Source: an optimization exercise on an open RTL-to-GDS flow (aim: small area, a short achievable clock period and few clock cycles per item). Production flows keep margins and buffers that such runs may drop.
At most, simulation tests tie the RTL to the original design; equivalence was not proved.
No functional check of the RTL was part of run 2.

==> flow/design.v (outline; a module is shown in full before it is edited, if it fits) <==
// module murmur: 39 lines
// module murmur_mul1: 847 lines
// module murmur_mul2: 799 lines
// module murmur_fa: 10 lines
// module murmur_ha: 9 lines
// module murmur_pg: 11 lines
// module murmur_g: 8 lines
// module murmur_multi: 37 lines
module murmur_multi#(
    parameter NUM_HASHER = 4
)(
    input logic clk,
    input logic resetn,
    output logic [NUM_HASHER-1:0] in_ready,
    input logic [NUM_HASHER-1:0] [63:0] in_data,
    input logic [NUM_HASHER-1:0] in_valid,
    input logic [NUM_HASHER-1:0] in_last_processed,
    input logic [NUM_HASHER-1:0] [63:0] in_serialnum,
    input logic [NUM_HASHER-1:0] out_ready,
    output logic [NUM_HASHER-1:0] [63:0] out_tuple,
    output logic [NUM_HASHER-1:0] [31:0] out_tag,
    output logic [NUM_HASHER-1:0] out_valid,
    output logic [NUM_HASHER-1:0] out_last_processed,
    output logic [NUM_HASHER-1:0] [63:0] out_serialnum
    );
  // ...
==> flow/flow/run.sh <==
#!/bin/bash
# The standard layout, with plain buf_1 cells as the port buffers (buffer_ports
# otherwise picks clkdlybuf4s50_1 delay cells). Every port is still buffered.
set -euo pipefail
export BUFFER_PORTS_ARGS="-buffer_cell sky130_fd_sc_hd__buf_1"
bash standard.sh > standard.log 2>&1
==> flow/standard.sh <==
#!/bin/bash
# synth_recipe.tcl (not shown) runs the flow's synth.tcl, then flattens the netlist and writes it again
# the make line also repeats each setting of config.mk as NAME=value (left out here)
make -C /OpenROAD-flow-scripts/flow DESIGN_CONFIG=/design/flow/config.mk WORK_HOME=/design/flow/orfs CLKGATE_MAP_FILE= SYNTH_SCRIPT=/design/flow/synth_recipe.tcl "${@:-finish}"
==> flow/config.mk <==
export PLATFORM = sky130hd
export DESIGN_NAME = murmur_multi
export DESIGN_NICKNAME = murmur_multi
export VERILOG_FILES = /design/flow/design.v
export SDC_FILE = /design/flow/constraint.sdc
export NUM_CORES = 4
export LEC_CHECK = 0
export CAP_MARGIN = 20
export CORE_MARGIN = 2
export CORE_UTILIZATION = 55
export SETUP_SLACK_MARGIN = 0.9
export SLEW_MARGIN = 20
export SYNTH_HIERARCHICAL = 1
export SYNTH_MINIMUM_KEEP_SIZE = 0
export TNS_END_PERCENT = 10
==> flow/constraint.sdc <==
create_clock -name core_clock -period 8.0 [get_ports {clk}]
set_input_delay 1.6000 -clock core_clock [delete_from_list [all_inputs] [get_ports {clk}]]
set_output_delay 1.6000 -clock core_clock [all_outputs]
set_load 0.01 [all_outputs]
==> out/qor.txt, run 1 <==
Commonest non-fill, non-tap cell in the layout -> fa_1
Status -> timing/DRC/antenna clean
Max Cap Viol -> 0
Total GRT Usage -> 0.4664
Crit-path leading delay family -> adder cells
Fin area -> 71240 um^2
Tapcells -> 1391
Largest net degree at the start of global routing -> 83
Vias per inst -> 5.837
Routed WL -> 251.7 mm
R2R Setup Slk -> 7.34 ns
Worst clock skew -> 0 ns
CP max FO -> 7
Vias in the first global route -> 40860
Chip Width -> 330.9 um
First-pass iteration count of the detailed router -> 5
CTS tree -> done
Hold crit path type -> flip-flop to flip-flop
Worst-Margin Slew -> 1.062 ns
#MultiIn Comb -> 2604
GR Util met3 -> 0.3402
Mux contribution to synthesized area -> 0.0006811
Clk latency of the worst-skew pair -> 0.68 ns
Avg Inst Size Synth -> 16.04 um^2
GRT Max-Usage Layer -> met2
Max Used Layer -> met5
# clk buffers -> 87
Share of the synthesized area in the top cell type -> 0.4618
GR Overflow Total -> 0
Met3 wire len -> 48.82 mm
Non-clock buffers -> 1524
Worst path bufs/invs -> 3
Critical path's slowest cell -> fa_1
Cell mode on critical path -> fa_1
Testbench counts, summed over its fixed seeds: cycles 12,008, items 48,000.
==> module murmur, before the edit <==
module murmur (
    input logic clk,
    input logic resetn,
    output logic in_ready,
    input logic [63:0] in_data,
    input logic in_valid,
    input logic in_last_processed,
    input logic [63:0] in_serialnum,
    input logic out_ready,
    output logic [95:0] out_data,
    output logic out_valid,
    output logic out_last_processed,
    output logic [63:0] out_serialnum
);
logic [31:0] h0, h1, h2, h3, h4;
logic [31:0] h2_q;
logic [63:0] data_q;
assign h0 = in_data[31:0] ^ (in_data[31:0] >> 16);
murmur_mul1 mul1 (.x(h0), .y(h1));
assign h2 = h1 ^ (h1 >> 13);
always_ff @(posedge clk) begin
    if (~resetn)
        out_valid <= 1'b0;
    else if (out_ready)
        out_valid <= in_valid;
end
always_ff @(posedge clk) begin
    if (out_ready) begin
        h2_q <= h2;
        data_q <= in_data;
        out_last_processed <= in_last_processed;
        out_serialnum <= in_serialnum;
    end
end
murmur_mul2 mul2 (.x(h2_q), .y(h3));
assign h4 = h3 ^ (h3 >> 16);
assign in_ready = out_ready;
assign out_data = {h4, data_q};
endmodule
==> inputs of run 2 (changes only) <==
--- a/flow/design.v
+++ b/flow/design.v
@@ -9,35 +9,37 @@
     input logic out_ready,
     output logic [95:0] out_data,
     output logic out_valid,
     output logic out_last_processed,
     output logic [63:0] out_serialnum
 );
 logic [31:0] h0, h1, h2, h3, h4;
 logic [31:0] h2_q;
+logic [15:0] nh2_q;
 logic [63:0] data_q;
 assign h0 = in_data[31:0] ^ (in_data[31:0] >> 16);
 murmur_mul1 mul1 (.x(h0), .y(h1));
 assign h2 = h1 ^ (h1 >> 13);
 always_ff @(posedge clk) begin
     if (~resetn)
         out_valid <= 1'b0;
     else if (out_ready)
         out_valid <= in_valid;
 end
 always_ff @(posedge clk) begin
     if (out_ready) begin
         h2_q <= h2;
+        nh2_q <= ~h2[15:0];
         data_q <= in_data;
         out_last_processed <= in_last_processed;
         out_serialnum <= in_serialnum;
     end
 end
-murmur_mul2 mul2 (.x(h2_q), .y(h3));
+murmur_mul2 mul2 (.x(h2_q), .nx({~h2_q[31:16], nh2_q}), .y(h3));
 assign h4 = h3 ^ (h3 >> 16);
 assign in_ready = out_ready;
 assign out_data = {h4, data_q};
 endmodule
 module murmur_mul1 (
     input logic [31:0] x,
     output logic [31:0] y
 );
@@ -881,20 +883,19 @@
 assign p_w646 = p_w528 | (p_w529 & p_w604);
 assign p_w647 = p_w529 & p_w605;
 assign p_w648 = p_w532 | (p_w533 & p_w618);
 assign p_w649 = p_w533 & p_w619;
 assign y = {(p_w535 ^ p_w648), (p_w533 ^ p_w618), (p_w531 ^ p_w646), (p_w529 ^ p_w604), (p_w527 ^ p_w644), (p_w525 ^ p_w616), (p_w523 ^ p_w642), (p_w521 ^ p_w598), (p_w519 ^ p_w640), (p_w517 ^ p_w614), (p_w515 ^ p_w638), (p_w513 ^ p_w602), (p_w511 ^ p_w636), (p_w509 ^ p_w612), (p_w507 ^ p_w634), (p_w505 ^ p_w592), (p_w503 ^ p_w632), (p_w501 ^ p_w610), (p_w499 ^ p_w630), (p_w497 ^ p_w600), (p_w495 ^ p_w628), (p_w493 ^ p_w608), (p_w491 ^ p_w626), (p_w489 ^ p_w584), (p_w487 ^ p_w624), (p_w485 ^ p_w606), (p_w483 ^ p_w622), (p_w481 ^ p_w568), (p_w479 ^ p_w620), (p_w477 ^ p_w536), (p_w475 ^ p_w472), p_w473};
 endmodule
 module murmur_mul2 (
     input logic [31:0] x,
+    input logic [31:0] nx,
     output logic [31:0] y
 );
-logic [31:0] nx;
-assign nx = ~x;
 logic p_w1;
 logic p_w2;
 logic p_w3;
 logic p_w4;
 logic p_w6;
 logic p_w7;
 logic p_w9;
 logic p_w10;
@@ -1251,481 +1252,220 @@
 logic p_w529;
 logic p_w530;
 logic p_w532;
 logic p_w533;
 logic p_w535;
 logic p_w536;
 logic p_w538;
 logic p_w539;
-logic p_w541;
-logic p_w542;
-logic p_w544;
-logic p_w545;
-logic p_w547;
-logic p_w548;
-logic p_w550;
-logic p_w551;
-logic p_w553;
-logic p_w554;
-logic p_w556;
-logic p_w557;
-logic p_w559;
-logic p_w560;
-logic p_w562;
-logic p_w563;
-logic p_w565;
-logic p_w566;
-logic p_w568;
-logic p_w569;
-logic p_w571;
-logic p_w572;
-logic p_w574;
-logic p_w575;
-logic p_w577;
-logic p_w578;
-logic p_w580;
-logic p_w581;
-logic p_w583;
-logic p_w584;
-logic p_w586;
-logic p_w587;
-logic p_w589;
-logic p_w590;
-logic p_w592;
-logic p_w593;
-logic p_w595;
-logic p_w596;
-logic p_w598;
-logic p_w599;
-logic p_w601;
-logic p_w602;
-logic p_w604;
-logic p_w605;
-logic p_w607;
-logic p_w608;
-logic p_w610;
-logic p_w611;
-logic p_w613;
-logic p_w614;
-logic p_w616;
-logic p_w617;
-logic p_w619;
-logic p_w620;
-logic p_w622;
-logic p_w624;
-logic p_w626;
-logic p_w628;
-logic p_w630;
-logic p_w632;
-logic p_w634;
-logic p_w636;
-logic p_w637;
-logic p_w639;
-logic p_w641;
-logic p_w642;
-logic p_w644;
-logic p_w646;
-logic p_w647;
-logic p_w649;
-logic p_w651;
-logic p_w652;
-logic p_w654;
-logic p_w656;
-logic p_w657;
-logic p_w659;
-logic p_w661;
-logic p_w662;
-logic p_w664;
-logic p_w666;
-logic p_w667;
-logic p_w669;
-logic p_w671;
-logic p_w672;
-logic p_w674;
-logic p_w676;
-logic p_w677;
-logic p_w679;
-logic p_w681;
-logic p_w682;
-logic p_w684;
-logic p_w686;
-logic p_w687;
-logic p_w689;
-logic p_w691;
-logic p_w692;
-logic p_w694;
-logic p_w696;
-logic p_w697;
-logic p_w699;
-logic p_w701;
-logic p_w702;
-logic p_w704;
-logic p_w705;
-logic p_w707;
-logic p_w709;
-logic p_w710;
-logic p_w712;
-logic p_w714;
-logic p_w715;
-logic p_w717;
-logic p_w719;
-logic p_w720;
-logic p_w722;
-logic p_w724;
-logic p_w725;
-logic p_w727;
-logic p_w728;
-logic p_w730;
-logic p_w732;
-logic p_w733;
-logic p_w735;
-logic p_w737;
-logic p_w738;
-logic p_w740;
-logic p_w742;
-logic p_w743;
-logic p_w745;
-logic p_w747;
-logic p_w748;
-logic p_w750;
-logic p_w751;
-logic p_w753;
-logic p_w755;
-logic p_w756;
-logic p_w758;
-logic p_w759;
-logic p_w761;
-logic p_w763;
-logic p_w764;
-logic p_w766;
-logic p_w767;
-logic p_w769;
-logic p_w770;
-logic p_w772;
 assign p_w1 = ~(x[4] ^ x[2]);
 assign p_w2 = x[4] | x[2];
 murmur_fa p_fa5 (.a(x[5]), .b(x[3]), .c(nx[1]), .s(p_w3), .co(p_w4));
-murmur_fa p_fa8 (.a(x[6]), .b(x[4]), .c(x[0]), .s(p_w6), .co(p_w7));
-murmur_fa p_fa11 (.a(nx[2]), .b(p_w6), .c(p_w4), .s(p_w9), .co(p_w10));
-murmur_fa p_fa14 (.a(x[7]), .b(x[5]), .c(x[1]), .s(p_w12), .co(p_w13));
-murmur_fa p_fa17 (.a(nx[3]), .b(p_w7), .c(p_w12), .s(p_w15), .co(p_w16));
-murmur_fa p_fa20 (.a(x[8]), .b(x[6]), .c(x[2]), .s(p_w18), .co(p_w19));
-murmur_fa p_fa23 (.a(nx[4]), .b(p_w13), .c(p_w18), .s(p_w21), .co(p_w22));
+murmur_fa p_fa8 (.a(x[6]), .b(x[4]), .c(nx[2]), .s(p_w6), .co(p_w7));
+murmur_fa p_fa11 (.a(x[0]), .b(p_w4), .c(p_w6), .s(p_w9), .co(p_w10));
+murmur_fa p_fa14 (.a(x[7]), .b(x[5]), .c(nx[3]), .s(p_w12), .co(p_w13));
+murmur_fa p_fa17 (.a(x[1]), .b(p_w7), .c(p_w12), .s(p_w15), .co(p_w16));
+murmur_fa p_fa20 (.a(x[8]), .b(x[6]), .c(nx[4]), .s(p_w18), .co(p_w19));
+murmur_fa p_fa23 (.a(x[2]), .b(p_w13), .c(p_w18), .s(p_w21), .co(p_w22));
 assign p_w24 = ~(x[9] ^ x[7]);
 assign p_w25 = x[9] | x[7];
-murmur_fa p_fa28 (.a(x[3]), .b(nx[5]), .c(nx[0]), .s(p_w26), .co(p_w27));
+murmur_fa p_fa28 (.a(nx[5]), .b(x[3]), .c(nx[0]), .s(p_w26), .co(p_w27));
 murmur_fa p_fa31 (.a(p_w19), .b(p_w24), .c(p_w26), .s(p_w29), .co(p_w30));
-murmur_fa p_fa34 (.a(x[10]), .b(x[8]), .c(x[4]), .s(p_w32), .co(p_w33));
-murmur_fa p_fa37 (.a(nx[6]), .b(nx[1]), .c(p_w25), .s(p_w35), .co(p_w36));
-murmur_fa p_fa40 (.a(p_w32), .b(p_w27), .c(p_w35), .s(p_w38), .co(p_w39));
-murmur_fa p_fa43 (.a(x[11]), .b(x[9]), .c(x[5]), .s(p_w41), .co(p_w42));
-murmur_fa p_fa46 (.a(nx[7]), .b(nx[2]), .c(p_w33), .s(p_w44), .co(p_w45));
+murmur_fa p_fa34 (.a(x[10]), .b(x[8]), .c(nx[6]), .s(p_w32), .co(p_w33));
+murmur_fa p_fa37 (.a(x[4]), .b(nx[1]), .c(p_w25), .s(p_w35), .co(p_w36));
+murmur_fa p_fa40 (.a(p_w27), .b(p_w32), .c(p_w30), .s(p_w38), .co(p_w39));
+murmur_fa p_fa43 (.a(x[11]), .b(x[9]), .c(nx[7]), .s(p_w41), .co(p_w42));
+murmur_fa p_fa46 (.a(x[5]), .b(nx[2]), .c(p_w33), .s(p_w44), .co(p_w45));
 murmur_fa p_fa49 (.a(p_w41), .b(p_w36), .c(p_w44), .s(p_w47), .co(p_w48));
 assign p_w50 = ~(x[12] ^ x[10]);
 assign p_w51 = x[12] | x[10];
-murmur_fa p_fa54 (.a(x[6]), .b(nx[8]), .c(nx[3]), .s(p_w52), .co(p_w53));
+murmur_fa p_fa54 (.a(nx[8]), .b(x[6]), .c(nx[3]), .s(p_w52), .co(p_w53));
 murmur_fa p_fa57 (.a(nx[0]), .b(p_w42), .c(p_w50), .s(p_w55), .co(p_w56));
 murmur_fa p_fa60 (.a(p_w52), .b(p_w45), .c(p_w55), .s(p_w58), .co(p_w59));
-murmur_fa p_fa63 (.a(x[13]), .b(x[11]), .c(x[7]), .s(p_w61), .co(p_w62));
-murmur_fa p_fa66 (.a(nx[9]), .b(nx[4]), .c(nx[1]), .s(p_w64), .co(p_w65));
-murmur_fa p_fa69 (.a(p_w51), .b(p_w61), .c(p_w53), .s(p_w67), .co(p_w68));
+murmur_fa p_fa63 (.a(x[13]), .b(x[11]), .c(nx[9]), .s(p_w61), .co(p_w62));
+murmur_fa p_fa66 (.a(x[7]), .b(nx[4]), .c(nx[1]), .s(p_w64), .co(p_w65));
+murmur_fa p_fa69 (.a(p_w51), .b(p_w53), .c(p_w61), .s(p_w67), .co(p_w68));
 murmur_fa p_fa72 (.a(p_w64), .b(p_w56), .c(p_w67), .s(p_w70), .co(p_w71));
 assign p_w73 = ~(x[14] ^ x[12]);
 assign p_w74 = x[14] | x[12];
-murmur_fa p_fa77 (.a(x[8]), .b(nx[10]), .c(nx[5]), .s(p_w75), .co(p_w76));
+murmur_fa p_fa77 (.a(nx[10]), .b(x[8]), .c(nx[5]), .s(p_w75), .co(p_w76));
 murmur_fa p_fa80 (.a(nx[2]), .b(nx[0]), .c(p_w62), .s(p_w78), .co(p_w79));
-murmur_fa p_fa83 (.a(p_w73), .b(p_w65), .c(p_w75), .s(p_w81), .co(p_w82));
-murmur_fa p_fa86 (.a(p_w78), .b(p_w68), .c(p_w81), .s(p_w84), .co(p_w85));
-murmur_fa p_fa89 (.a(x[15]), .b(x[13]), .c(x[9]), .s(p_w87), .co(p_w88));
-murmur_fa p_fa92 (.a(nx[11]), .b(nx[6]), .c(nx[3]), .s(p_w90), .co(p_w91));
-murmur_fa p_fa95 (.a(nx[1]), .b(p_w74), .c(p_w87), .s(p_w93), .co(p_w94));
-murmur_fa p_fa98 (.a(p_w76), .b(p_w90), .c(p_w79), .s(p_w96), .co(p_w97));
-murmur_fa p_fa101 (.a(p_w93), .b(p_w82), .c(p_w96), .s(p_w99), .co(p_w100));
+murmur_fa p_fa83 (.a(p_w65), .b(p_w73), .c(p_w75), .s(p_w81), .co(p_w82));
+murmur_fa p_fa86 (.a(p_w68), .b(p_w78), .c(p_w81), .s(p_w84), .co(p_w85));
+murmur_fa p_fa89 (.a(x[15]), .b(x[13]), .c(nx[11]), .s(p_w87), .co(p_w88));
+murmur_fa p_fa92 (.a(x[9]), .b(nx[6]), .c(nx[3]), .s(p_w90), .co(p_w91));
+murmur_fa p_fa95 (.a(nx[1]), .b(p_w74), .c(p_w76), .s(p_w93), .co(p_w94));
+murmur_fa p_fa98 (.a(p_w87), .b(p_w90), .c(p_w79), .s(p_w96), .co(p_w97));
+murmur_fa p_fa101 (.a(p_w82), .b(p_w93), .c(p_w96), .s(p_w99), .co(p_w100));
 assign p_w102 = ~(x[16] ^ x[14]);
 assign p_w103 = x[16] | x[14];
-murmur_fa p_fa106 (.a(x[10]), .b(nx[12]), .c(nx[7]), .s(p_w104), .co(p_w105));
+murmur_fa p_fa106 (.a(nx[12]), .b(x[10]), .c(nx[7]), .s(p_w104), .co(p_w105));
 murmur_fa p_fa109 (.a(nx[4]), .b(nx[2]), .c(nx[0]), .s(p_w107), .co(p_w108));
-murmur_fa p_fa112 (.a(p_w88), .b(p_w102), .c(p_w91), .s(p_w110), .co(p_w111));
+murmur_fa p_fa112 (.a(p_w88), .b(p_w91), .c(p_w102), .s(p_w110), .co(p_w111));
 murmur_fa p_fa115 (.a(p_w104), .b(p_w107), .c(p_w94), .s(p_w113), .co(p_w114));
 murmur_fa p_fa118 (.a(p_w110), .b(p_w97), .c(p_w113), .s(p_w116), .co(p_w117));
-murmur_fa p_fa121 (.a(x[17]), .b(x[15]), .c(x[11]), .s(p_w119), .co(p_w120));
-murmur_fa p_fa124 (.a(nx[13]), .b(nx[8]), .c(nx[5]), .s(p_w122), .co(p_w123));
+murmur_fa p_fa121 (.a(x[17]), .b(x[15]), .c(nx[13]), .s(p_w119), .co(p_w120));
+murmur_fa p_fa124 (.a(x[11]), .b(nx[8]), .c(nx[5]), .s(p_w122), .co(p_w123));
 murmur_fa p_fa127 (.a(nx[3]), .b(nx[1]), .c(p_w103), .s(p_w125), .co(p_w126));
-murmur_fa p_fa130 (.a(p_w119), .b(p_w105), .c(p_w108), .s(p_w128), .co(p_w129));
-murmur_fa p_fa133 (.a(p_w122), .b(p_w125), .c(p_w111), .s(p_w131), .co(p_w132));
+murmur_fa p_fa130 (.a(p_w105), .b(p_w108), .c(p_w119), .s(p_w128), .co(p_w129));
+murmur_fa p_fa133 (.a(p_w122), .b(p_w111), .c(p_w125), .s(p_w131), .co(p_w132));
 murmur_fa p_fa136 (.a(p_w128), .b(p_w114), .c(p_w131), .s(p_w134), .co(p_w135));
-murmur_fa p_fa139 (.a(x[18]), .b(x[16]), .c(x[12]), .s(p_w137), .co(p_w138));
-murmur_fa p_fa142 (.a(x[0]), .b(nx[14]), .c(nx[9]), .s(p_w140), .co(p_w141));
-murmur_fa p_fa145 (.a(nx[6]), .b(nx[4]), .c(nx[2]), .s(p_w143), .co(p_w144));
-murmur_fa p_fa148 (.a(p_w120), .b(p_w137), .c(p_w123), .s(p_w146), .co(p_w147));
+murmur_fa p_fa139 (.a(x[18]), .b(x[16]), .c(nx[14]), .s(p_w137), .co(p_w138));
+murmur_fa p_fa142 (.a(x[12]), .b(nx[9]), .c(nx[6]), .s(p_w140), .co(p_w141));
+murmur_fa p_fa145 (.a(nx[4]), .b(nx[2]), .c(x[0]), .s(p_w143), .co(p_w144));
+murmur_fa p_fa148 (.a(p_w120), .b(p_w123), .c(p_w137), .s(p_w146), .co(p_w147));
 murmur_fa p_fa151 (.a(p_w140), .b(p_w143), .c(p_w126), .s(p_w149), .co(p_w150));
-murmur_fa p_fa154 (.a(p_w129), .b(p_w146), .c(p_w149), .s(p_w152), .co(p_w153));
-murmur_fa p_fa157 (.a(p_w132), .b(p_w152), .c(p_w135), .s(p_w155), .co(p_w156));
-murmur_fa p_fa160 (.a(x[19]), .b(x[17]), .c(x[13]), .s(p_w158), .co(p_w159));
-murmur_fa p_fa163 (.a(x[1]), .b(nx[15]), .c(nx[10]), .s(p_w161), .co(p_w162));
-murmur_fa p_fa166 (.a(nx[7]), .b(nx[5]), .c(nx[3]), .s(p_w164), .co(p_w165));
-murmur_fa p_fa169 (.a(p_w138), .b(p_w158), .c(p_w141), .s(p_w167), .co(p_w168));
-murmur_fa p_fa172 (.a(p_w144), .b(p_w161), .c(p_w164), .s(p_w170), .co(p_w171));
-murmur_fa p_fa175 (.a(p_w147), .b(p_w167), .c(p_w150), .s(p_w173), .co(p_w174));
-murmur_fa p_fa178 (.a(p_w170), .b(p_w153), .c(p_w173), .s(p_w176), .co(p_w177));
+murmur_fa p_fa154 (.a(p_w129), .b(p_w146), .c(p_w132), .s(p_w152), .co(p_w153));
+murmur_fa p_fa157 (.a(p_w149), .b(p_w135), .c(p_w152), .s(p_w155), .co(p_w156));
+murmur_fa p_fa160 (.a(x[19]), .b(x[17]), .c(nx[15]), .s(p_w158), .co(p_w159));
+murmur_fa p_fa163 (.a(x[13]), .b(nx[10]), .c(nx[7]), .s(p_w161), .co(p_w162));
+murmur_fa p_fa166 (.a(nx[5]), .b(nx[3]), .c(x[1]), .s(p_w164), .co(p_w165));
+murmur_fa p_fa169 (.a(p_w138), .b(p_w141), .c(p_w144), .s(p_w167), .co(p_w168));
+murmur_fa p_fa172 (.a(p_w158), .b(p_w161), .c(p_w164), .s(p_w170), .co(p_w171));
+murmur_fa p_fa175 (.a(p_w147), .b(p_w167), .c(p_w170), .s(p_w173), .co(p_w174));
+murmur_fa p_fa178 (.a(p_w150), .b(p_w173), .c(p_w153), .s(p_w176), .co(p_w177));
 assign p_w179 = ~(x[20] ^ x[18]);
 assign p_w180 = x[20] | x[18];
-murmur_fa p_fa183 (.a(x[14]), .b(x[2]), .c(nx[16]), .s(p_w181), .co(p_w182));
-murmur_fa p_fa186 (.a(nx[11]), .b(nx[8]), .c(nx[6]), .s(p_w184), .co(p_w185));
-murmur_fa p_fa189 (.a(nx[4]), .b(nx[0]), .c(p_w159), .s(p_w187), .co(p_w188));
-murmur_fa p_fa192 (.a(p_w179), .b(p_w162), .c(p_w165), .s(p_w190), .co(p_w191));
-murmur_fa p_fa195 (.a(p_w181), .b(p_w184), .c(p_w187), .s(p_w193), .co(p_w194));
-murmur_fa p_fa198 (.a(p_w168), .b(p_w171), .c(p_w190), .s(p_w196), .co(p_w197));
+murmur_fa p_fa183 (.a(x[14]), .b(nx[11]), .c(nx[8]), .s(p_w181), .co(p_w182));
+murmur_fa p_fa186 (.a(nx[6]), .b(nx[4]), .c(x[2]), .s(p_w184), .co(p_w185));
+murmur_fa p_fa189 (.a(nx[0]), .b(nx[16]), .c(p_w159), .s(p_w187), .co(p_w188));
+murmur_fa p_fa192 (.a(p_w162), .b(p_w165), .c(p_w179), .s(p_w190), .co(p_w191));
+murmur_fa p_fa195 (.a(p_w181), .b(p_w184), .c(p_w168), .s(p_w193), .co(p_w194));
+murmur_fa p_fa198 (.a(p_w171), .b(p_w187), .c(p_w190), .s(p_w196), .co(p_w197));
 murmur_fa p_fa201 (.a(p_w193), .b(p_w174), .c(p_w196), .s(p_w199), .co(p_w200));
 murmur_fa p_fa204 (.a(x[21]), .b(x[19]), .c(x[15]), .s(p_w202), .co(p_w203));
-murmur_fa p_fa207 (.a(x[3]), .b(nx[17]), .c(nx[12]), .s(p_w205), .co(p_w206));
-murmur_fa p_fa210 (.a(nx[9]), .b(nx[7]), .c(nx[5]), .s(p_w208), .co(p_w209));
-murmur_fa p_fa213 (.a(nx[1]), .b(p_w180), .c(p_w202), .s(p_w211), .co(p_w212));
-murmur_fa p_fa216 (.a(p_w182), .b(p_w185), .c(p_w205), .s(p_w214), .co(p_w215));
-murmur_fa p_fa219 (.a(p_w208), .b(p_w188), .c(p_w211), .s(p_w217), .co(p_w218));
-murmur_fa p_fa222 (.a(p_w191), .b(p_w214), .c(p_w194), .s(p_w220), .co(p_w221));
-murmur_fa p_fa225 (.a(p_w217), .b(p_w197), .c(p_w220), .s(p_w223), .co(p_w224));
+murmur_fa p_fa207 (.a(nx[12]), .b(nx[9]), .c(nx[7]), .s(p_w205), .co(p_w206));
+murmur_fa p_fa210 (.a(nx[5]), .b(x[3]), .c(nx[1]), .s(p_w208), .co(p_w209));
+murmur_fa p_fa213 (.a(nx[17]), .b(p_w180), .c(p_w182), .s(p_w211), .co(p_w212));
+murmur_fa p_fa216 (.a(p_w185), .b(p_w202), .c(p_w205), .s(p_w214), .co(p_w215));
+murmur_fa p_fa219 (.a(p_w208), .b(p_w188), .c(p_w191), .s(p_w217), .co(p_w218));
+murmur_fa p_fa222 (.a(p_w211), .b(p_w214), .c(p_w194), .s(p_w220), .co(p_w221));
+murmur_fa p_fa225 (.a(p_w197), .b(p_w217), .c(p_w220), .s(p_w223), .co(p_w224));
 assign p_w226 = ~(x[22] ^ x[20]);
 assign p_w227 = x[22] | x[20];
-murmur_fa p_fa230 (.a(x[16]), .b(x[4]), .c(nx[18]), .s(p_w228), .co(p_w229));
-murmur_fa p_fa233 (.a(nx[13]), .b(nx[10]), .c(nx[8]), .s(p_w231), .co(p_w232));
-murmur_fa p_fa236 (.a(nx[6]), .b(nx[2]), .c(nx[0]), .s(p_w234), .co(p_w235));
-murmur_fa p_fa239 (.a(p_w203), .b(p_w226), .c(p_w206), .s(p_w237), .co(p_w238));
-murmur_fa p_fa242 (.a(p_w209), .b(p_w228), .c(p_w231), .s(p_w240), .co(p_w241));
+murmur_fa p_fa230 (.a(x[16]), .b(nx[13]), .c(nx[10]), .s(p_w228), .co(p_w229));
+murmur_fa p_fa233 (.a(nx[8]), .b(nx[6]), .c(x[4]), .s(p_w231), .co(p_w232));
+murmur_fa p_fa236 (.a(nx[2]), .b(nx[0]), .c(nx[18]), .s(p_w234), .co(p_w235));
+murmur_fa p_fa239 (.a(p_w203), .b(p_w206), .c(p_w209), .s(p_w237), .co(p_w238));
+murmur_fa p_fa242 (.a(p_w226), .b(p_w228), .c(p_w231), .s(p_w240), .co(p_w241));
 murmur_fa p_fa245 (.a(p_w234), .b(p_w212), .c(p_w215), .s(p_w243), .co(p_w244));
 murmur_fa p_fa248 (.a(p_w237), .b(p_w240), .c(p_w218), .s(p_w246), .co(p_w247));
 murmur_fa p_fa251 (.a(p_w243), .b(p_w221), .c(p_w246), .s(p_w249), .co(p_w250));
 murmur_fa p_fa254 (.a(x[23]), .b(x[21]), .c(x[17]), .s(p_w252), .co(p_w253));
-murmur_fa p_fa257 (.a(x[5]), .b(nx[19]), .c(nx[14]), .s(p_w255), .co(p_w256));
-murmur_fa p_fa260 (.a(nx[11]), .b(nx[9]), .c(nx[7]), .s(p_w258), .co(p_w259));
-murmur_fa p_fa263 (.a(nx[3]), .b(nx[1]), .c(p_w227), .s(p_w261), .co(p_w262));
-murmur_fa p_fa266 (.a(p_w252), .b(p_w229), .c(p_w232), .s(p_w264), .co(p_w265));
-murmur_fa p_fa269 (.a(p_w235), .b(p_w255), .c(p_w258), .s(p_w267), .co(p_w268));
-murmur_fa p_fa272 (.a(p_w261), .b(p_w238), .c(p_w241), .s(p_w270), .co(p_w271));
+murmur_fa p_fa257 (.a(nx[14]), .b(nx[11]), .c(nx[9]), .s(p_w255), .co(p_w256));
+murmur_fa p_fa260 (.a(nx[7]), .b(x[5]), .c(nx[3]), .s(p_w258), .co(p_w259));
+murmur_fa p_fa263 (.a(nx[1]), .b(nx[19]), .c(p_w227), .s(p_w261), .co(p_w262));
+murmur_fa p_fa266 (.a(p_w229), .b(p_w232), .c(p_w252), .s(p_w264), .co(p_w265));
+murmur_fa p_fa269 (.a(p_w255), .b(p_w258), .c(p_w235), .s(p_w267), .co(p_w268));
+murmur_fa p_fa272 (.a(p_w238), .b(p_w241), .c(p_w261), .s(p_w270), .co(p_w271));
 murmur_fa p_fa275 (.a(p_w264), .b(p_w267), .c(p_w244), .s(p_w273), .co(p_w274));
 murmur_fa p_fa278 (.a(p_w270), .b(p_w247), .c(p_w273), .s(p_w276), .co(p_w277));
 assign p_w279 = ~(x[24] ^ x[22]);
 assign p_w280 = x[24] | x[22];
-murmur_fa p_fa283 (.a(x[18]), .b(x[6]), .c(nx[20]), .s(p_w281), .co(p_w282));
-murmur_fa p_fa286 (.a(nx[15]), .b(nx[12]), .c(nx[10]), .s(p_w284), .co(p_w285));
-murmur_fa p_fa289 (.a(nx[8]), .b(nx[4]), .c(nx[2]), .s(p_w287), .co(p_w288));
-murmur_fa p_fa292 (.a(nx[0]), .b(p_w253), .c(p_w279), .s(p_w290), .co(p_w291));
-murmur_fa p_fa295 (.a(p_w256), .b(p_w259), .c(p_w281), .s(p_w293), .co(p_w294));
+murmur_fa p_fa283 (.a(x[18]), .b(nx[15]), .c(nx[12]), .s(p_w281), .co(p_w282));
+murmur_fa p_fa286 (.a(nx[10]), .b(nx[8]), .c(x[6]), .s(p_w284), .co(p_w285));
+murmur_fa p_fa289 (.a(nx[4]), .b(nx[2]), .c(nx[0]), .s(p_w287), .co(p_w288));
+murmur_fa p_fa292 (.a(nx[20]), .b(p_w253), .c(p_w256), .s(p_w290), .co(p_w291));
+murmur_fa p_fa295 (.a(p_w259), .b(p_w279), .c(p_w281), .s(p_w293), .co(p_w294));
 murmur_fa p_fa298 (.a(p_w284), .b(p_w287), .c(p_w262), .s(p_w296), .co(p_w297));
-murmur_fa p_fa301 (.a(p_w290), .b(p_w265), .c(p_w268), .s(p_w299), .co(p_w300));
-murmur_fa p_fa304 (.a(p_w293), .b(p_w296), .c(p_w271), .s(p_w302), .co(p_w303));
+murmur_fa p_fa301 (.a(p_w265), .b(p_w290), .c(p_w293), .s(p_w299), .co(p_w300));
+murmur_fa p_fa304 (.a(p_w268), .b(p_w271), .c(p_w296), .s(p_w302), .co(p_w303));
 murmur_fa p_fa307 (.a(p_w299), .b(p_w274), .c(p_w302), .s(p_w305), .co(p_w306));
 murmur_fa p_fa310 (.a(x[25]), .b(x[23]), .c(x[19]), .s(p_w308), .co(p_w309));
-murmur_fa p_fa313 (.a(x[7]), .b(nx[21]), .c(nx[16]), .s(p_w311), .co(p_w312));
-murmur_fa p_fa316 (.a(nx[13]), .b(nx[11]), .c(nx[9]), .s(p_w314), .co(p_w315));
-murmur_fa p_fa319 (.a(nx[5]), .b(nx[3]), .c(nx[1]), .s(p_w317), .co(p_w318));
-murmur_fa p_fa322 (.a(p_w280), .b(p_w308), .c(p_w282), .s(p_w320), .co(p_w321));
-murmur_fa p_fa325 (.a(p_w285), .b(p_w288), .c(p_w311), .s(p_w323), .co(p_w324));
+murmur_fa p_fa313 (.a(nx[13]), .b(nx[11]), .c(nx[9]), .s(p_w311), .co(p_w312));
+murmur_fa p_fa316 (.a(x[7]), .b(nx[5]), .c(nx[3]), .s(p_w314), .co(p_w315));
+murmur_fa p_fa319 (.a(nx[1]), .b(nx[21]), .c(nx[16]), .s(p_w317), .co(p_w318));
+murmur_fa p_fa322 (.a(p_w280), .b(p_w282), .c(p_w285), .s(p_w320), .co(p_w321));
+murmur_fa p_fa325 (.a(p_w288), .b(p_w308), .c(p_w311), .s(p_w323), .co(p_w324));
 murmur_fa p_fa328 (.a(p_w314), .b(p_w317), .c(p_w291), .s(p_w326), .co(p_w327));
-murmur_fa p_fa331 (.a(p_w294), .b(p_w320), .c(p_w297), .s(p_w329), .co(p_w330));
-murmur_fa p_fa334 (.a(p_w323), .b(p_w326), .c(p_w300), .s(p_w332), .co(p_w333));
+murmur_fa p_fa331 (.a(p_w294), .b(p_w320), .c(p_w323), .s(p_w329), .co(p_w330));
+murmur_fa p_fa334 (.a(p_w297), .b(p_w326), .c(p_w300), .s(p_w332), .co(p_w333));
 murmur_fa p_fa337 (.a(p_w329), .b(p_w303), .c(p_w332), .s(p_w335), .co(p_w336));
 murmur_fa p_fa340 (.a(x[26]), .b(x[24]), .c(x[20]), .s(p_w338), .co(p_w339));
-murmur_fa p_fa343 (.a(x[8]), .b(x[0]), .c(nx[22]), .s(p_w341), .co(p_w342));
-murmur_fa p_fa346 (.a(nx[17]), .b(nx[14]), .c(nx[12]), .s(p_w344), .co(p_w345));
-murmur_fa p_fa349 (.a(nx[10]), .b(nx[6]), .c(nx[4]), .s(p_w347), .co(p_w348));
-murmur_fa p_fa352 (.a(nx[2]), .b(p_w309), .c(p_w338), .s(p_w350), .co(p_w351));
-murmur_fa p_fa355 (.a(p_w312), .b(p_w315), .c(p_w318), .s(p_w353), .co(p_w354));
-murmur_fa p_fa358 (.a(p_w341), .b(p_w344), .c(p_w347), .s(p_w356), .co(p_w357));
-murmur_fa p_fa361 (.a(p_w350), .b(p_w321), .c(p_w324), .s(p_w359), .co(p_w360));
-murmur_fa p_fa364 (.a(p_w353), .b(p_w356), .c(p_w327), .s(p_w362), .co(p_w363));
+murmur_fa p_fa343 (.a(nx[14]), .b(nx[12]), .c(nx[10]), .s(p_w341), .co(p_w342));
+murmur_fa p_fa346 (.a(x[8]), .b(nx[6]), .c(nx[4]), .s(p_w344), .co(p_w345));
+murmur_fa p_fa349 (.a(nx[2]), .b(x[0]), .c(nx[22]), .s(p_w347), .co(p_w348));
+murmur_fa p_fa352 (.a(nx[17]), .b(p_w309), .c(p_w312), .s(p_w350), .co(p_w351));
+murmur_fa p_fa355 (.a(p_w315), .b(p_w338), .c(p_w341), .s(p_w353), .co(p_w354));
+murmur_fa p_fa358 (.a(p_w344), .b(p_w318), .c(p_w347), .s(p_w356), .co(p_w357));
+murmur_fa p_fa361 (.a(p_w321), .b(p_w324), .c(p_w350), .s(p_w359), .co(p_w360));
+murmur_fa p_fa364 (.a(p_w353), .b(p_w327), .c(p_w356), .s(p_w362), .co(p_w363));
 murmur_fa p_fa367 (.a(p_w330), .b(p_w359), .c(p_w362), .s(p_w365), .co(p_w366));
 murmur_fa p_fa370 (.a(p_w333), .b(p_w365), .c(p_w336), .s(p_w368), .co(p_w369));
 murmur_fa p_fa373 (.a(x[27]), .b(x[25]), .c(x[21]), .s(p_w371), .co(p_w372));
-murmur_fa p_fa376 (.a(x[9]), .b(x[1]), .c(nx[23]), .s(p_w374), .co(p_w375));
-murmur_fa p_fa379 (.a(nx[18]), .b(nx[15]), .c(nx[13]), .s(p_w377), .co(p_w378));
-murmur_fa p_fa382 (.a(nx[11]), .b(nx[7]), .c(nx[5]), .s(p_w380), .co(p_w381));
-murmur_fa p_fa385 (.a(nx[3]), .b(p_w339), .c(p_w371), .s(p_w383), .co(p_w384));
-murmur_fa p_fa388 (.a(p_w342), .b(p_w345), .c(p_w348), .s(p_w386), .co(p_w387));
-murmur_fa p_fa391 (.a(p_w374), .b(p_w377), .c(p_w380), .s(p_w389), .co(p_w390));
-murmur_fa p_fa394 (.a(p_w351), .b(p_w383), .c(p_w354), .s(p_w392), .co(p_w393));
-murmur_fa p_fa397 (.a(p_w357), .b(p_w386), .c(p_w389), .s(p_w395), .co(p_w396));
+murmur_fa p_fa376 (.a(nx[15]), .b(nx[13]), .c(nx[11]), .s(p_w374), .co(p_w375));
+murmur_fa p_fa379 (.a(x[9]), .b(nx[7]), .c(nx[5]), .s(p_w377), .co(p_w378));
+murmur_fa p_fa382 (.a(nx[3]), .b(x[1]), .c(nx[23]), .s(p_w380), .co(p_w381));
+murmur_fa p_fa385 (.a(nx[18]), .b(p_w339), .c(p_w342), .s(p_w383), .co(p_w384));
+murmur_fa p_fa388 (.a(p_w345), .b(p_w371), .c(p_w374), .s(p_w386), .co(p_w387));
+murmur_fa p_fa391 (.a(p_w377), .b(p_w348), .c(p_w380), .s(p_w389), .co(p_w390));
+murmur_fa p_fa394 (.a(p_w351), .b(p_w354), .c(p_w383), .s(p_w392), .co(p_w393));
+murmur_fa p_fa397 (.a(p_w386), .b(p_w357), .c(p_w389), .s(p_w395), .co(p_w396));
 murmur_fa p_fa400 (.a(p_w360), .b(p_w392), .c(p_w363), .s(p_w398), .co(p_w399));
-murmur_fa p_fa403 (.a(p_w395), .b(p_w366), .c(p_w398), .s(p_w401), .co(p_w402));
+murmur_fa p_fa403 (.a(p_w395), .b(p_w398), .c(p_w366), .s(p_w401), .co(p_w402));
 murmur_fa p_fa406 (.a(x[28]), .b(x[26]), .c(x[22]), .s(p_w404), .co(p_w405));
-murmur_fa p_fa409 (.a(x[10]), .b(x[2]), .c(nx[24]), .s(p_w407), .co(p_w408));
-murmur_fa p_fa412 (.a(nx[19]), .b(nx[16]), .c(nx[14]), .s(p_w410), .co(p_w411));
-murmur_fa p_fa415 (.a(nx[12]), .b(nx[8]), .c(nx[6]), .s(p_w413), .co(p_w414));
-murmur_fa p_fa418 (.a(nx[4]), .b(p_w372), .c(p_w404), .s(p_w416), .co(p_w417));
-murmur_fa p_fa421 (.a(p_w375), .b(p_w378), .c(p_w381), .s(p_w419), .co(p_w420));
-murmur_fa p_fa424 (.a(p_w407), .b(p_w410), .c(p_w413), .s(p_w422), .co(p_w423));
-murmur_fa p_fa427 (.a(p_w384), .b(p_w416), .c(p_w387), .s(p_w425), .co(p_w426));
-murmur_fa p_fa430 (.a(p_w390), .b(p_w419), .c(p_w422), .s(p_w428), .co(p_w429));
+murmur_fa p_fa409 (.a(nx[14]), .b(nx[12]), .c(x[10]), .s(p_w407), .co(p_w408));
+murmur_fa p_fa412 (.a(nx[8]), .b(nx[6]), .c(nx[4]), .s(p_w410), .co(p_w411));
+murmur_fa p_fa415 (.a(x[2]), .b(nx[24]), .c(nx[19]), .s(p_w413), .co(p_w414));
+murmur_fa p_fa418 (.a(nx[16]), .b(p_w372), .c(p_w375), .s(p_w416), .co(p_w417));
+murmur_fa p_fa421 (.a(p_w378), .b(p_w404), .c(p_w407), .s(p_w419), .co(p_w420));
+murmur_fa p_fa424 (.a(p_w410), .b(p_w381), .c(p_w413), .s(p_w422), .co(p_w423));
+murmur_fa p_fa427 (.a(p_w384), .b(p_w387), .c(p_w416), .s(p_w425), .co(p_w426));
+murmur_fa p_fa430 (.a(p_w419), .b(p_w390), .c(p_w422), .s(p_w428), .co(p_w429));
 murmur_fa p_fa433 (.a(p_w393), .b(p_w425), .c(p_w396), .s(p_w431), .co(p_w432));
 murmur_fa p_fa436 (.a(p_w428), .b(p_w399), .c(p_w431), .s(p_w434), .co(p_w435));
 murmur_fa p_fa439 (.a(x[29]), .b(x[27]), .c(x[23]), .s(p_w437), .co(p_w438));
-murmur_fa p_fa442 (.a(x[11]), .b(x[3]), .c(nx[25]), .s(p_w440), .co(p_w441));
-murmur_fa p_fa445 (.a(nx[20]), .b(nx[17]), .c(nx[15]), .s(p_w443), .co(p_w444));
-murmur_fa p_fa448 (.a(nx[13]), .b(nx[9]), .c(nx[7]), .s(p_w446), .co(p_w447));
-murmur_fa p_fa451 (.a(nx[5]), .b(p_w405), .c(p_w437), .s(p_w449), .co(p_w450));
-murmur_fa p_fa454 (.a(p_w408), .b(p_w411), .c(p_w414), .s(p_w452), .co(p_w453));
-murmur_fa p_fa457 (.a(p_w440), .b(p_w443), .c(p_w446), .s(p_w455), .co(p_w456));
-murmur_fa p_fa460 (.a(p_w417), .b(p_w449), .c(p_w420), .s(p_w458), .co(p_w459));
-murmur_fa p_fa463 (.a(p_w423), .b(p_w452), .c(p_w455), .s(p_w461), .co(p_w462));
+murmur_fa p_fa442 (.a(nx[15]), .b(nx[13]), .c(x[11]), .s(p_w440), .co(p_w441));
+murmur_fa p_fa445 (.a(nx[9]), .b(nx[7]), .c(nx[5]), .s(p_w443), .co(p_w444));
+murmur_fa p_fa448 (.a(x[3]), .b(nx[25]), .c(nx[20]), .s(p_w446), .co(p_w447));
+murmur_fa p_fa451 (.a(nx[17]), .b(p_w405), .c(p_w408), .s(p_w449), .co(p_w450));
+murmur_fa p_fa454 (.a(p_w411), .b(p_w437), .c(p_w440), .s(p_w452), .co(p_w453));
+murmur_fa p_fa457 (.a(p_w443), .b(p_w414), .c(p_w446), .s(p_w455), .co(p_w456));
+murmur_fa p_fa460 (.a(p_w417), .b(p_w420), .c(p_w449), .s(p_w458), .co(p_w459));
+murmur_fa p_fa463 (.a(p_w452), .b(p_w423), .c(p_w455), .s(p_w461), .co(p_w462));
 murmur_fa p_fa466 (.a(p_w426), .b(p_w458), .c(p_w429), .s(p_w464), .co(p_w465));
 murmur_fa p_fa469 (.a(p_w461), .b(p_w432), .c(p_w464), .s(p_w467), .co(p_w468));
 assign p_w470 = ~(x[30] ^ x[28]);
 assign p_w471 = x[30] | x[28];
-murmur_fa p_fa474 (.a(x[24]), .b(x[12]), .c(x[4]), .s(p_w472), .co(p_w473));
-murmur_fa p_fa477 (.a(nx[26]), .b(nx[21]), .c(nx[18]), .s(p_w475), .co(p_w476));
-murmur_fa p_fa480 (.a(nx[16]), .b(nx[14]), .c(nx[10]), .s(p_w478), .co(p_w479));
-murmur_fa p_fa483 (.a(nx[8]), .b(nx[6]), .c(nx[0]), .s(p_w481), .co(p_w482));
-murmur_fa p_fa486 (.a(p_w438), .b(p_w470), .c(p_w472), .s(p_w484), .co(p_w485));
-murmur_fa p_fa489 (.a(p_w441), .b(p_w444), .c(p_w447), .s(p_w487), .co(p_w488));
-murmur_fa p_fa492 (.a(p_w475), .b(p_w478), .c(p_w481), .s(p_w490), .co(p_w491));
-murmur_fa p_fa495 (.a(p_w450), .b(p_w484), .c(p_w453), .s(p_w493), .co(p_w494));
-murmur_fa p_fa498 (.a(p_w456), .b(p_w487), .c(p_w490), .s(p_w496), .co(p_w497));
+murmur_fa p_fa474 (.a(x[24]), .b(nx[14]), .c(x[12]), .s(p_w472), .co(p_w473));
+murmur_fa p_fa477 (.a(nx[10]), .b(nx[8]), .c(nx[6]), .s(p_w475), .co(p_w476));
+murmur_fa p_fa480 (.a(x[4]), .b(nx[0]), .c(nx[26]), .s(p_w478), .co(p_w479));
+murmur_fa p_fa483 (.a(nx[21]), .b(nx[18]), .c(nx[16]), .s(p_w481), .co(p_w482));
+murmur_fa p_fa486 (.a(p_w438), .b(p_w441), .c(p_w444), .s(p_w484), .co(p_w485));
+murmur_fa p_fa489 (.a(p_w470), .b(p_w472), .c(p_w475), .s(p_w487), .co(p_w488));
+murmur_fa p_fa492 (.a(p_w447), .b(p_w478), .c(p_w481), .s(p_w490), .co(p_w491));
+murmur_fa p_fa495 (.a(p_w450), .b(p_w453), .c(p_w484), .s(p_w493), .co(p_w494));
+murmur_fa p_fa498 (.a(p_w487), .b(p_w456), .c(p_w490), .s(p_w496), .co(p_w497));
 murmur_fa p_fa501 (.a(p_w459), .b(p_w493), .c(p_w462), .s(p_w499), .co(p_w500));
 murmur_fa p_fa504 (.a(p_w496), .b(p_w465), .c(p_w499), .s(p_w502), .co(p_w503));
 murmur_fa p_fa507 (.a(x[31]), .b(x[29]), .c(x[25]), .s(p_w505), .co(p_w506));
-murmur_fa p_fa510 (.a(x[13]), .b(x[5]), .c(nx[27]), .s(p_w508), .co(p_w509));
-murmur_fa p_fa513 (.a(nx[22]), .b(nx[19]), .c(nx[17]), .s(p_w511), .co(p_w512));
-murmur_fa p_fa516 (.a(nx[15]), .b(nx[11]), .c(nx[9]), .s(p_w514), .co(p_w515));
-murmur_fa p_fa519 (.a(nx[7]), .b(nx[1]), .c(p_w471), .s(p_w517), .co(p_w518));
-murmur_fa p_fa522 (.a(p_w473), .b(p_w505), .c(p_w476), .s(p_w520), .co(p_w521));
-murmur_fa p_fa525 (.a(p_w479), .b(p_w482), .c(p_w508), .s(p_w523), .co(p_w524));
-murmur_fa p_fa528 (.a(p_w511), .b(p_w514), .c(p_w485), .s(p_w526), .co(p_w527));
-murmur_fa p_fa531 (.a(p_w517), .b(p_w488), .c(p_w491), .s(p_w529), .co(p_w530));
-murmur_fa p_fa534 (.a(p_w520), .b(p_w523), .c(p_w526), .s(p_w532), .co(p_w533));
-murmur_fa p_fa537 (.a(p_w494), .b(p_w497), .c(p_w529), .s(p_w535), .co(p_w536));
+murmur_fa p_fa510 (.a(nx[15]), .b(x[13]), .c(nx[11]), .s(p_w508), .co(p_w509));
+murmur_fa p_fa513 (.a(nx[9]), .b(nx[7]), .c(x[5]), .s(p_w511), .co(p_w512));
+murmur_fa p_fa516 (.a(nx[1]), .b(nx[27]), .c(nx[22]), .s(p_w514), .co(p_w515));
+murmur_fa p_fa519 (.a(nx[19]), .b(nx[17]), .c(p_w471), .s(p_w517), .co(p_w518));
+murmur_fa p_fa522 (.a(p_w473), .b(p_w476), .c(p_w505), .s(p_w520), .co(p_w521));
+murmur_fa p_fa525 (.a(p_w508), .b(p_w511), .c(p_w479), .s(p_w523), .co(p_w524));
+murmur_fa p_fa528 (.a(p_w482), .b(p_w514), .c(p_w485), .s(p_w526), .co(p_w527));
+murmur_fa p_fa531 (.a(p_w488), .b(p_w517), .c(p_w520), .s(p_w529), .co(p_w530));
+murmur_fa p_fa534 (.a(p_w491), .b(p_w523), .c(p_w494), .s(p_w532), .co(p_w533));
+murmur_fa p_fa537 (.a(p_w526), .b(p_w529), .c(p_w497), .s(p_w535), .co(p_w536));
 murmur_fa p_fa540 (.a(p_w532), .b(p_w500), .c(p_w535), .s(p_w538), .co(p_w539));
-murmur_ha p_ha543 (.a(x[2]), .b(x[0]), .s(p_w542), .co(p_w541));
-murmur_ha p_ha546 (.a(x[3]), .b(x[1]), .s(p_w545), .co(p_w544));
-murmur_ha p_ha549 (.a(nx[0]), .b(p_w1), .s(p_w548), .co(p_w547));
-murmur_ha p_ha552 (.a(p_w2), .b(p_w3), .s(p_w551), .co(p_w550));
-murmur_ha p_ha555 (.a(p_w15), .b(p_w10), .s(p_w554), .co(p_w553));
-murmur_ha p_ha558 (.a(p_w16), .b(p_w21), .s(p_w557), .co(p_w556));
-murmur_ha p_ha561 (.a(p_w22), .b(p_w29), .s(p_w560), .co(p_w559));
-murmur_ha p_ha564 (.a(p_w30), .b(p_w38), .s(p_w563), .co(p_w562));
-murmur_ha p_ha567 (.a(p_w39), .b(p_w47), .s(p_w566), .co(p_w565));
-murmur_ha p_ha570 (.a(p_w48), .b(p_w58), .s(p_w569), .co(p_w568));
-murmur_ha p_ha573 (.a(p_w59), .b(p_w70), .s(p_w572), .co(p_w571));
-murmur_ha p_ha576 (.a(p_w71), .b(p_w84), .s(p_w575), .co(p_w574));
-murmur_ha p_ha579 (.a(p_w85), .b(p_w99), .s(p_w578), .co(p_w577));
-murmur_ha p_ha582 (.a(p_w100), .b(p_w116), .s(p_w581), .co(p_w580));
-murmur_ha p_ha585 (.a(p_w117), .b(p_w134), .s(p_w584), .co(p_w583));
-murmur_ha p_ha588 (.a(p_w176), .b(p_w156), .s(p_w587), .co(p_w586));
-murmur_ha p_ha591 (.a(p_w177), .b(p_w199), .s(p_w590), .co(p_w589));
-murmur_ha p_ha594 (.a(p_w200), .b(p_w223), .s(p_w593), .co(p_w592));
-murmur_ha p_ha597 (.a(p_w224), .b(p_w249), .s(p_w596), .co(p_w595));
-murmur_ha p_ha600 (.a(p_w250), .b(p_w276), .s(p_w599), .co(p_w598));
-murmur_ha p_ha603 (.a(p_w277), .b(p_w305), .s(p_w602), .co(p_w601));
-murmur_ha p_ha606 (.a(p_w306), .b(p_w335), .s(p_w605), .co(p_w604));
-murmur_ha p_ha609 (.a(p_w401), .b(p_w369), .s(p_w608), .co(p_w607));
-murmur_ha p_ha612 (.a(p_w402), .b(p_w434), .s(p_w611), .co(p_w610));
-murmur_ha p_ha615 (.a(p_w435), .b(p_w467), .s(p_w614), .co(p_w613));
-murmur_ha p_ha618 (.a(p_w468), .b(p_w502), .s(p_w617), .co(p_w616));
-murmur_ha p_ha621 (.a(p_w503), .b(p_w538), .s(p_w620), .co(p_w619));
-murmur_g p_gg623 (.gh(1'b0), .ph(x[1]), .gl(1'b0), .g(p_w622));
-murmur_g p_gg625 (.gh(p_w541), .ph(p_w542), .gl(p_w622), .g(p_w624));
-murmur_g p_gg627 (.gh(p_w544), .ph(p_w545), .gl(p_w624), .g(p_w626));
-murmur_g p_gg629 (.gh(p_w547), .ph(p_w548), .gl(p_w626), .g(p_w628));
-murmur_g p_gg631 (.gh(p_w550), .ph(p_w551), .gl(p_w628), .g(p_w630));
-murmur_g p_gg633 (.gh(1'b0), .ph(p_w9), .gl(p_w630), .g(p_w632));
-murmur_g p_gg635 (.gh(p_w553), .ph(p_w554), .gl(p_w632), .g(p_w634));
-murmur_pg p_pg638 (.gh(p_w556), .ph(p_w557), .gl(p_w553), .pl(p_w554), .g(p_w636), .p(p_w637));
-murmur_g p_gg640 (.gh(p_w636), .ph(p_w637), .gl(p_w632), .g(p_w639));
-murmur_pg p_pg643 (.gh(p_w559), .ph(p_w560), .gl(p_w556), .pl(p_w557), .g(p_w641), .p(p_w642));
-murmur_g p_gg645 (.gh(p_w641), .ph(p_w642), .gl(p_w634), .g(p_w644));
-murmur_pg p_pg648 (.gh(p_w562), .ph(p_w563), .gl(p_w559), .pl(p_w560), .g(p_w646), .p(p_w647));
-murmur_g p_gg650 (.gh(p_w646), .ph(p_w647), .gl(p_w639), .g(p_w649));
-murmur_pg p_pg653 (.gh(p_w565), .ph(p_w566), .gl(p_w562), .pl(p_w563), .g(p_w651), .p(p_w652));
-murmur_g p_gg655 (.gh(p_w651), .ph(p_w652), .gl(p_w644), .g(p_w654));
-murmur_pg p_pg658 (.gh(p_w568), .ph(p_w569), .gl(p_w565), .pl(p_w566), .g(p_w656), .p(p_w657));
-murmur_g p_gg660 (.gh(p_w656), .ph(p_w657), .gl(p_w649), .g(p_w659));
-murmur_pg p_pg663 (.gh(p_w571), .ph(p_w572), .gl(p_w568), .pl(p_w569), .g(p_w661), .p(p_w662));
-murmur_g p_gg665 (.gh(p_w661), .ph(p_w662), .gl(p_w654), .g(p_w664));
-murmur_pg p_pg668 (.gh(p_w574), .ph(p_w575), .gl(p_w571), .pl(p_w572), .g(p_w666), .p(p_w667));
-murmur_g p_gg670 (.gh(p_w666), .ph(p_w667), .gl(p_w659), .g(p_w669));
-murmur_pg p_pg673 (.gh(p_w577), .ph(p_w578), .gl(p_w574), .pl(p_w575), .g(p_w671), .p(p_w672));
-murmur_g p_gg675 (.gh(p_w671), .ph(p_w672), .gl(p_w664), .g(p_w674));
-murmur_pg p_pg678 (.gh(p_w580), .ph(p_w581), .gl(p_w671), .pl(p_w672), .g(p_w676), .p(p_w677));
-murmur_g p_gg680 (.gh(p_w676), .ph(p_w677), .gl(p_w664), .g(p_w679));
-murmur_pg p_pg683 (.gh(p_w583), .ph(p_w584), .gl(p_w580), .pl(p_w581), .g(p_w681), .p(p_w682));
-murmur_g p_gg685 (.gh(p_w681), .ph(p_w682), .gl(p_w674), .g(p_w684));
-murmur_pg p_pg688 (.gh(1'b0), .ph(p_w155), .gl(p_w583), .pl(p_w584), .g(p_w686), .p(p_w687));
-murmur_g p_gg690 (.gh(p_w686), .ph(p_w687), .gl(p_w679), .g(p_w689));
-murmur_pg p_pg693 (.gh(p_w586), .ph(p_w587), .gl(1'b0), .pl(p_w155), .g(p_w691), .p(p_w692));
-murmur_g p_gg695 (.gh(p_w691), .ph(p_w692), .gl(p_w684), .g(p_w694));
-murmur_pg p_pg698 (.gh(p_w589), .ph(p_w590), .gl(p_w586), .pl(p_w587), .g(p_w696), .p(p_w697));
-murmur_g p_gg700 (.gh(p_w696), .ph(p_w697), .gl(p_w689), .g(p_w699));
-murmur_pg p_pg703 (.gh(p_w592), .ph(p_w593), .gl(p_w589), .pl(p_w590), .g(p_w701), .p(p_w702));
-murmur_pg p_pg706 (.gh(p_w701), .ph(p_w702), .gl(p_w586), .pl(p_w587), .g(p_w704), .p(p_w705));
-murmur_g p_gg708 (.gh(p_w704), .ph(p_w705), .gl(p_w689), .g(p_w707));
-murmur_pg p_pg711 (.gh(p_w595), .ph(p_w596), .gl(p_w701), .pl(p_w702), .g(p_w709), .p(p_w710));
-murmur_g p_gg713 (.gh(p_w709), .ph(p_w710), .gl(p_w694), .g(p_w712));
-murmur_pg p_pg716 (.gh(p_w598), .ph(p_w599), .gl(p_w595), .pl(p_w596), .g(p_w714), .p(p_w715));
-murmur_g p_gg718 (.gh(p_w714), .ph(p_w715), .gl(p_w707), .g(p_w717));
-murmur_pg p_pg721 (.gh(p_w601), .ph(p_w602), .gl(p_w714), .pl(p_w715), .g(p_w719), .p(p_w720));
-murmur_g p_gg723 (.gh(p_w719), .ph(p_w720), .gl(p_w707), .g(p_w722));
-murmur_pg p_pg726 (.gh(p_w604), .ph(p_w605), .gl(p_w601), .pl(p_w602), .g(p_w724), .p(p_w725));
-murmur_pg p_pg729 (.gh(p_w724), .ph(p_w725), .gl(p_w714), .pl(p_w715), .g(p_w727), .p(p_w728));
-murmur_g p_gg731 (.gh(p_w727), .ph(p_w728), .gl(p_w707), .g(p_w730));
-murmur_pg p_pg734 (.gh(1'b0), .ph(p_w368), .gl(p_w724), .pl(p_w725), .g(p_w732), .p(p_w733));
-murmur_g p_gg736 (.gh(p_w732), .ph(p_w733), .gl(p_w717), .g(p_w735));
-murmur_pg p_pg739 (.gh(p_w607), .ph(p_w608), .gl(1'b0), .pl(p_w368), .g(p_w737), .p(p_w738));
-murmur_g p_gg741 (.gh(p_w737), .ph(p_w738), .gl(p_w730), .g(p_w740));
-murmur_pg p_pg744 (.gh(p_w610), .ph(p_w611), .gl(p_w737), .pl(p_w738), .g(p_w742), .p(p_w743));
-murmur_g p_gg746 (.gh(p_w742), .ph(p_w743), .gl(p_w730), .g(p_w745));
-murmur_pg p_pg749 (.gh(p_w613), .ph(p_w614), .gl(p_w610), .pl(p_w611), .g(p_w747), .p(p_w748));
-murmur_pg p_pg752 (.gh(p_w747), .ph(p_w748), .gl(p_w737), .pl(p_w738), .g(p_w750), .p(p_w751));
-murmur_g p_gg754 (.gh(p_w750), .ph(p_w751), .gl(p_w730), .g(p_w753));
-murmur_pg p_pg757 (.gh(p_w616), .ph(p_w617), .gl(p_w747), .pl(p_w748), .g(p_w755), .p(p_w756));
-murmur_pg p_pg760 (.gh(p_w755), .ph(p_w756), .gl(p_w737), .pl(p_w738), .g(p_w758), .p(p_w759));
-murmur_g p_gg762 (.gh(p_w758), .ph(p_w759), .gl(p_w730), .g(p_w761));
-murmur_pg p_pg765 (.gh(p_w619), .ph(p_w620), .gl(p_w616), .pl(p_w617), .g(p_w763), .p(p_w764));
-murmur_pg p_pg768 (.gh(p_w763), .ph(p_w764), .gl(p_w747), .pl(p_w748), .g(p_w766), .p(p_w767));
-murmur_pg p_pg771 (.gh(p_w766), .ph(p_w767), .gl(p_w737), .pl(p_w738), .g(p_w769), .p(p_w770));
-murmur_g p_gg773 (.gh(p_w769), .ph(p_w770), .gl(p_w730), .g(p_w772));
-assign y = {(p_w620 ^ p_w761), (p_w617 ^ p_w753), (p_w614 ^ p_w745), (p_w611 ^ p_w740), (p_w608 ^ p_w735), (p_w368 ^ p_w730), (p_w605 ^ p_w722), (p_w602 ^ p_w717), (p_w599 ^ p_w712), (p_w596 ^ p_w707), (p_w593 ^ p_w699), (p_w590 ^ p_w694), (p_w587 ^ p_w689), (p_w155 ^ p_w684), (p_w584 ^ p_w679), (p_w581 ^ p_w674), (p_w578 ^ p_w669), (p_w575 ^ p_w664), (p_w572 ^ p_w659), (p_w569 ^ p_w654), (p_w566 ^ p_w649), (p_w563 ^ p_w644), (p_w560 ^ p_w639), (p_w557 ^ p_w634), (p_w554 ^ p_w632), (p_w9 ^ p_w630), (p_w551 ^ p_w628), (p_w548 ^ p_w626), (p_w545 ^ p_w624), (p_w542 ^ p_w622), (x[1] ^ 1'b0), x[0]};
+assign y = {p_w503, p_w468, p_w435, p_w402, p_w401, p_w368, p_w306, p_w277, p_w250, p_w224, p_w200, p_w199, p_w156, p_w155, p_w117, p_w100, p_w85, p_w71, p_w59, p_w48, p_w39, p_w35, p_w22, p_w16, p_w10, p_w9, p_w2, nx[0], x[3], x[2], x[1], x[0]} + {p_w538, p_w502, p_w467, p_w434, p_w369, 1'b0, p_w335, p_w305, p_w276, p_w249, p_w223, p_w177, p_w176, 1'b0, p_w134, p_w116, p_w99, p_w84, p_w70, p_w58, p_w47, p_w38, p_w29, p_w21, p_w15, 1'b0, p_w3, p_w1, x[1], x[0], 1'b0, 1'b0};
 endmodule
 module murmur_fa (
     input logic a,
     input logic b,
     input logic c,
     output logic s,
     output logic co
 );
 assign s = a ^ b ^ c;
 assign co = (a & b) | (a & c) | (b & c);
 endmodule
-module murmur_ha (
-    input logic a,
-    input logic b,
-    output logic s,
-    output logic co
-);
-assign s = a ^ b;
-assign co = a & b;
-endmodule
-module murmur_pg (
-    input logic gh,
-    input logic ph,
-    input logic gl,
-    input logic pl,
-    output logic g,
-    output logic p
-);
-assign g = gh | (ph & gl);
-assign p = ph & pl;
-endmodule
-module murmur_g (
-    input logic gh,
-    input logic ph,
-    input logic gl,
-    output logic g
-);
-assign g = gh | (ph & gl);
-endmodule
 module murmur_multi#(
     parameter NUM_HASHER = 4
 )(
     input logic clk,
     input logic resetn,
     output logic [NUM_HASHER-1:0] in_ready,
     input logic [NUM_HASHER-1:0] [63:0] in_data,
     input logic [NUM_HASHER-1:0] in_valid,
==> run 2 against run 1 <==
Register-to-register slack better by 0.06 ns. Routed wire length down 4.7%. Flip-flop and latch count up 64. Design area up 4.0%. Utilization down 1.4 points. Via count up 4.7%. Clock skew unchanged. Critical endpoint is now out_tag[109]. Largest cell class unchanged. Highest routed layer unchanged.
==> out/qor.txt, run 2 <==
Worst stage delay on the critical path -> 0.58 ns (about the same)
Number of remaining DRC errors -> 0 (unchanged)
CP required -> 6.40 ns (about the same)
Vias per inst -> 5.771 (was 5.837)
Final Hold Viols -> 0 (unchanged)
Worst r2r src -> lane[0].murmur_inst.out_valid$_SDFFE_PN0P_ (unchanged)
Hold Buf Count CTS -> 0 (unchanged)
Clock Sinks -> 712 (was 648)
Routed WL -> 240.0 mm (was 251.7 mm)
First-pass GRT wire length -> 328.9 mm (was 333.2 mm)
Largest net degree at the start of global routing -> 145 (was 83)
Worst clock skew -> 0 ns (unchanged)
Final setup violation count -> 0 (unchanged)
Chip Width -> 339.7 um (was 330.9 um)
Boundary pin count -> 1178 (unchanged)
GR Overflow Total -> 0 (unchanged)
Status -> timing/DRC/antenna clean (unchanged)
CP max FO -> 5 (was 7)
First-pass iteration count of the detailed router -> 6 (was 5)
Max clock buf depth -> 3 (unchanged)
Total GRT Usage -> 0.4191 (was 0.4664)
GRT Max-Usage Layer -> met1 (was met2)
Worst-Margin Slew -> 1.107 ns (was 1.062 ns)
CP Launch Point -> lane[3].murmur_inst.h2_q[16]$_DFFE_PP_ (was lane[1].murmur_inst.h2_q[8]$_DFFE_PP_)
Area growth from synthesis to layout -> 19.50% (was 21.19%)
IO Port Bufs -> 1177 (unchanged)
Cell mode on critical path -> fa_1 (unchanged)
Core area -> 112200 um^2 (was 105700 um^2)
Avg Inst Size Synth -> 15.31 um^2 (was 16.04 um^2)
Vias in the first global route -> 42720 (was 40860)
Commonest non-fill, non-tap cell in the layout -> fa_1 (unchanged)
Max H-tree Level -> 3 (unchanged)
Setup crit end kind -> output pin (unchanged)
CTS tree -> done (unchanged)
Initial core utilization -> 0.5525 (was 0.5561)
Hold crit path type -> flip-flop to flip-flop (unchanged)
Routability congestion estimate -> 1.174 (was 1.089)
R2R Setup Slk -> 7.40 ns (was 7.34 ns)
Max Cap Viol -> 0 (unchanged)
Synth warnings -> 7 (unchanged)
Crit path arrival time -> 5.60 ns (was 5.50 ns)
Worst-path cell chain -> buf_4, inv_1, ha_1, inv_1, fa_1, fa_1, fa_1, fa_1, ha_4, nand3_2, nor4_1, o21ai_1, a41oi_2, xor2_2, xor2_2, buf_2 (was clkinvlp_4, buf_4, fa_1, fa_1, fa_2, fa_1, fa_1, ha_4, and2_1, and2_1, and2_1, a21o_1, xor2_2, xor2_1, buf_2)
Post-Syn Area -> 61980 um^2 (was 58790 um^2)
Critical path's slowest cell -> edfxtp_1 (was fa_1)
GR Util met3 -> 0.2879 (was 0.3402)
Reg-to-reg endpoint -> lane[0].murmur_inst.out_valid$_SDFFE_PN0P_ (unchanged)
Clk latency of the worst-skew pair -> 0.67 ns (was 0.68 ns)
-- run 2: layout make-up --
class	count	area, um^2
timing repair buffer	1492	6985
sequential	712	21340
clock buffer	92	2057
inverter	508	1907
tap	1500	1877
clock inverter	53	610.6
fill	8257	38120
multi-input combinational	2788	39250
antenna	18	45.04
-- run 2: worst min-delay path by stage --
stage / slack [ns] / cells past startpoint / endpoint
final: 0.53 / 2 / lane[2].murmur_inst.out_valid$_SDFFE_PN0P_
after global placement: 0.50 / 2 / lane[0].murmur_inst.out_valid$_SDFFE_PN0P_
after floorplan: 0.54 / 2 / lane[0].murmur_inst.out_valid$_SDFFE_PN0P_
after CTS: 0.53 / 2 / lane[1].murmur_inst.out_valid$_SDFFE_PN0P_
after detailed placement: 0.51 / 2 / lane[2].murmur_inst.out_valid$_SDFFE_PN0P_
after global routing: 0.56 / 2 / lane[0].murmur_inst.out_valid$_SDFFE_PN0P_
-- run 2: stage by stage --
stage	instance area, um^2	utilization	std cells
floorplan	61980	-	4048
global placement	68480	0.6104	6738
detailed placement	68480	0.6104	6738
CTS	72980	0.6505	7057
global route	74050	0.6601	7155
finish	74070	0.6602	7163
-- run 2: timing repair --
action,in CTS,in global routing
buffers inserted,174,88
endpoints found under the hold margin,0,0
gates cloned,0,0
setup endpoints to repair,67,71
pin swaps,24,31
resized for setup,78,97
-- run 2: worst max-delay path, delay by kind of cell, from the launching register on --
kind	cells	cell delay [ns]
buffers and inverters	4	0.46
AO/OA/AOI/OAI	2	0.42
XOR/XNOR	2	0.56
flip-flops	1	0.58
adder cells (fa/ha/maj)	6	2.42
AND/OR/NAND/NOR	2	0.47
-- run 2: layer usage --
layer / wire, um / vias to the layer above
met5: 466 / -
met4: 9985 / 36
met3: 45930 / 477
met2: 95310 / 2790
met1: 88310 / 21620
li1: - / 16420

[what the ideal ports hide]
How much do the figures lean on ideal ports? The routed layouts below were timed once more, with nothing changed but the port constraints.
Step 1 assumes that a clkbuf_16 drives the clock port and a buf_2 every other input.
Step 2 times the ports against the registers' clock, not the clock port: input delays grow and output delays shrink by t, the midpoint of the rising clock arrivals with the driver on.
Slacks: no drivers / after step 1 / after step 2; pairs: no drivers / after step 1.
run | t, ns | setup WS [ns] | hold slack, ns | latest minus earliest clock arrival (ns) | worst slew at a driven data input, ns
run 1 | 0.746 | 0.901 / 0.817 / 0.680 | 0.542 / 0.542 / 0.542 | 0.052 / 0.051 | 0.23
run 2 | 0.731 | 0.796 / 0.722 / 0.647 | 0.526 / 0.526 / 0.526 | 0.059 / 0.058 | 0.34
After both steps every run listed still meets setup and hold. The setup slack of run 1, which loses most, moves by -0.084 ns with the drivers and by -0.221 ns with both steps.
